This is an optimization exercise on Yosys and OpenROAD, whose aim is a short achievable clock period and few clock cycles, not a production implementation.
Function was checked by simulation only, so behaviour that the tests miss may differ from the original.
Power is estimated from default activity; no workload was simulated.

==> flow/design.v (excerpt) <==
module DATAPATH_CON_PIPELINE(clk,reset,imem_addr,imem_rdata,dmem_addr,dmem_wdata,dmem_we,dmem_rdata);
input clk;
input reset;
output [31:0] imem_addr;
input  [31:0] imem_rdata;
output [31:0] dmem_addr;
output [31:0] dmem_wdata;
output dmem_we;
input  [31:0] dmem_rdata;
localparam OP_R = 6'b000000, OP_ADDI = 6'b001000, OP_SLTI = 6'b001010, OP_ANDI = 6'b001100,
           OP_ORI = 6'b001101, OP_LUI = 6'b001111, OP_LW = 6'b100011, OP_SW = 6'b101011,
           OP_BEQ = 6'b000100, OP_BNE = 6'b000101, OP_J = 6'b000010;
localparam FN_ADD = 6'b100000, FN_SUB = 6'b100010, FN_AND = 6'b100100, FN_OR = 6'b100101,
           FN_NOR = 6'b100111, FN_SLT = 6'b101010;
reg  [31:0] pc;
reg  [31:0] pc4;
reg  [31:0] d_inst;
reg  [31:1] d_rs_oh, d_rt_oh;    
reg         d_haz;               
reg         d_rs_x, d_rs_m, d_rs_w;  
reg         d_rt_x, d_rt_m, d_rt_w;  
reg         d_ftaken;            
reg         d_fbad;              
reg  [31:0] d_pc4, d_pc8;    
reg  [15:0] d_tlo;           
reg         d_tc;            
reg         d_valid;
reg  [31:0] x_a;         
reg  [31:0] x_an;        
reg  [31:0] x_b;         
reg  [31:0] x_opb;       
reg  [31:0] x_opbn;      
reg  [31:0] x_alt;       
reg  [31:0] x_alt4;      
reg         x_sub;       
reg         x_r_sum, x_r_and, x_r_or, x_r_nor, x_r_slt, x_r_b;
reg         x_regwrite, x_load, x_store, x_branch, x_bne, x_pred;
reg  [4:0]  x_dest;
reg  [31:0] m_res, m_sd;       
reg  [31:0] m_res_n;           
reg         m_regwrite, m_load, m_store;
reg  [4:0]  m_dest;
reg  [31:0] w_res;
reg         w_regwrite;
reg  [4:0]  w_dest;
reg  [31:1] w_we;        
reg  [31:0] rf [1:31];
assign imem_addr = pc;
wire [31:0] pc8 = pc4 + 32'd4;
wire [16:0] f_tlo = {1'b0, pc4[17:2]} + {1'b0, imem_rdata[15:0]};
wire [31:0] f_jtgt  = {pc4[31:28], imem_rdata[25:0], 2'b00};
wire [31:0] f_jtgt4 = f_jtgt + 32'd4;
wire [5:0]  f_op = imem_rdata[31:26];
wire f_j   = (f_op == OP_J);
  ...
clock: 7.5 ns
lec_check: 0
abc_area: 1
cap_margin: 20
core_margin: 2
core_utilization: 45
setup_slack_margin: 4.7
slew_margin: 20
tns_end_percent: 100
run.sh (not shown) runs the stock make flow with config.mk's settings and CLKGATE_MAP_FILE= SYNTH_SCRIPT=/design/flow/synth_recipe.tcl, a recipe that flattens the netlist after the stock synthesis.
The starting point finished with timing, DRC and antenna clean.
Testbench counts at the start, summed over its fixed seeds: cycles 77,981.
Next try:
--- a/flow/design.v
+++ b/flow/design.v
@@ -184,31 +184,24 @@
 wire is_bne  = (op == OP_BNE);
 wire is_br   = is_beq | is_bne;
 wire f_add = is_r & (fn == FN_ADD);
 wire f_sub = is_r & (fn == FN_SUB);
 wire f_and = is_r & (fn == FN_AND);
 wire f_or  = is_r & (fn == FN_OR);
 wire f_nor = is_r & (fn == FN_NOR);
 wire f_slt = is_r & (fn == FN_SLT);
 wire use_rs = ~is_lui & (op != OP_J);
 wire use_rt = is_r | is_sw | is_br;
 wire [4:0] dest = is_r ? rd : rt;
 wire regwrite = is_r | is_addi | is_slti | is_andi | is_ori | is_lui | is_lw;
-wire [31:1] d_rs_dec, d_rt_dec;
-generate
-  for (gi = 1; gi < 32; gi = gi + 1) begin : ddec
-    assign d_rs_dec[gi] = (rs == gi);
-    assign d_rt_dec[gi] = (rt == gi);
-  end
-endgenerate
 reg  [31:0] rd_rs, rd_rt;
 integer ri;
 always @(*) begin
   rd_rs = 32'd0;
   rd_rt = 32'd0;
   for (ri = 1; ri < 32; ri = ri + 1) begin
     rd_rs = rd_rs | ({32{d_rs_oh[ri]}} & rf[ri]);
     rd_rt = rd_rt | ({32{d_rt_oh[ri]}} & rf[ri]);
   end
 end
 wire [31:0] rf_rs = d_rs_w ? w_res : rd_rs;
 wire [31:0] rf_rt = d_rt_w ? w_res : rd_rt;
@@ -233,47 +226,47 @@
 wire mispredict = x_branch & ((eq ^ x_bne) ^ x_pred);
 wire mp_eq = x_branch & ~(x_bne ^ x_pred);     
 wire mp_ne = x_branch & (x_bne ^ x_pred);      
 wire [31:0] pc_nx  = stall ? pc  : id_redirect ? d_tgt  : f_j ? f_jtgt  : f_take ? f_btgt  : pc4;
 wire [31:0] pc4_nx = stall ? pc4 : id_redirect ? d_tgt4 : f_j ? f_jtgt4 : f_take ? f_btgt4 : pc8;
 always @(posedge clk) begin
   pc  <= reset ? 32'd0 : eq ? (mp_eq ? x_alt : pc_nx) : (mp_ne ? x_alt : pc_nx);
   pc4 <= reset ? 32'd4 : eq ? (mp_eq ? x_alt4 : pc4_nx) : (mp_ne ? x_alt4 : pc4_nx);
   if (reset | mispredict | id_redirect) d_valid <= 1'b0;
   else if (!stall) d_valid <= 1'b1;
   if (!stall) begin
     d_inst <= imem_rdata;
+    d_rs_oh <= f_rs_oh;
+    d_rt_oh <= f_rt_oh;
     d_haz   <= is_lw & (rt != 5'd0) & ((f_use_rs & (f_rs == rt)) | (f_use_rt & (f_rt == rt)));
     d_pc4  <= pc4;
     d_pc8  <= pc8;
     d_tlo  <= f_tlo[15:0];
     d_tc   <= f_tlo[16];
     d_ftaken <= f_take;
     d_fbad   <= f_bad;
     d_rs_x <= d_valid & regwrite & (f_rs != 5'd0) & (f_rs == dest);
     d_rt_x <= d_valid & regwrite & (f_rt != 5'd0) & (f_rt == dest);
     d_rs_m <= x_regwrite & (f_rs == x_dest);
     d_rt_m <= x_regwrite & (f_rt == x_dest);
     d_rs_w <= m_regwrite & (f_rs == m_dest);
     d_rt_w <= m_regwrite & (f_rt == m_dest);
   end else begin
     d_rs_x <= 1'b0;
     d_rt_x <= 1'b0;
     d_rs_m <= d_rs_x;
     d_rt_m <= d_rt_x;
     d_rs_w <= d_rs_m & m_regwrite;
     d_rt_w <= d_rt_m & m_regwrite;
   end
-  d_rs_oh <= stall ? d_rs_dec : f_rs_oh;
-  d_rt_oh <= stall ? d_rt_dec : f_rt_oh;
   x_a     <= a_ex ? alu : (use_rs ? a_other : 32'd0);
   x_an    <= ~(a_ex ? alu : (use_rs ? a_other : 32'd0));
   x_b     <= t_ex ? alu : t_other;
   x_opb   <= (is_r & t_ex) ? (sub ? ~alu : alu) : (sub ? ~b_other : b_other);
   x_opbn  <= (is_r & t_ex) ? (sub ? alu : ~alu) : (sub ? b_other : ~b_other);
   x_alt   <= d_pred ? d_pc4 : d_tgt;
   x_alt4  <= d_pred ? d_pc8 : d_tgt4;
   x_dest  <= dest;
   x_sub   <= sub;
   x_r_sum <= f_add | f_sub | is_addi | is_lw | is_sw;
   x_r_and <= f_and | is_andi;
   x_r_or  <= f_or | is_ori;
Effect: The new run ran to the end with no violations. Final area is higher by 0.52%. Critical path depth is lower by 1. Sequential power hardly moves. Non-clock buffer count goes up by 71. Fmax hardly moves.
Testbench counts after the change, summed over its fixed seeds: cycles 77,981.

==> separate check: timing with driven ports <==
Ports are ideal in the flow. The routed layouts listed here were re-timed in OpenROAD.
Step 1 assumes that a clkbuf_16 drives the clock port and a buf_2 every other input.
Step 2 moves the port delays by t, midway between the first and last clock arrival at a register: inputs arrive t later, outputs are due t later. That takes back most of the time a late clock gives input paths.
a / b / c = no drivers / after step 1 / after step 2; a / b = the first two.
run | shift t [ns] | setup slack, ns | worst setup path after step 2 | clock arrival spread, ns
the first run | 0.924 | 4.585 / 4.533 / 3.892 | input to register | 0.040 / 0.040
the second run | 0.901 | 4.577 / 4.577 / 3.822 | input to register | 0.052 / 0.052
After both steps every run listed still meets setup and hold. For the second run, which loses most, drivers alone change the setup slack by 0.000 ns; drivers and shift together by -0.755 ns.
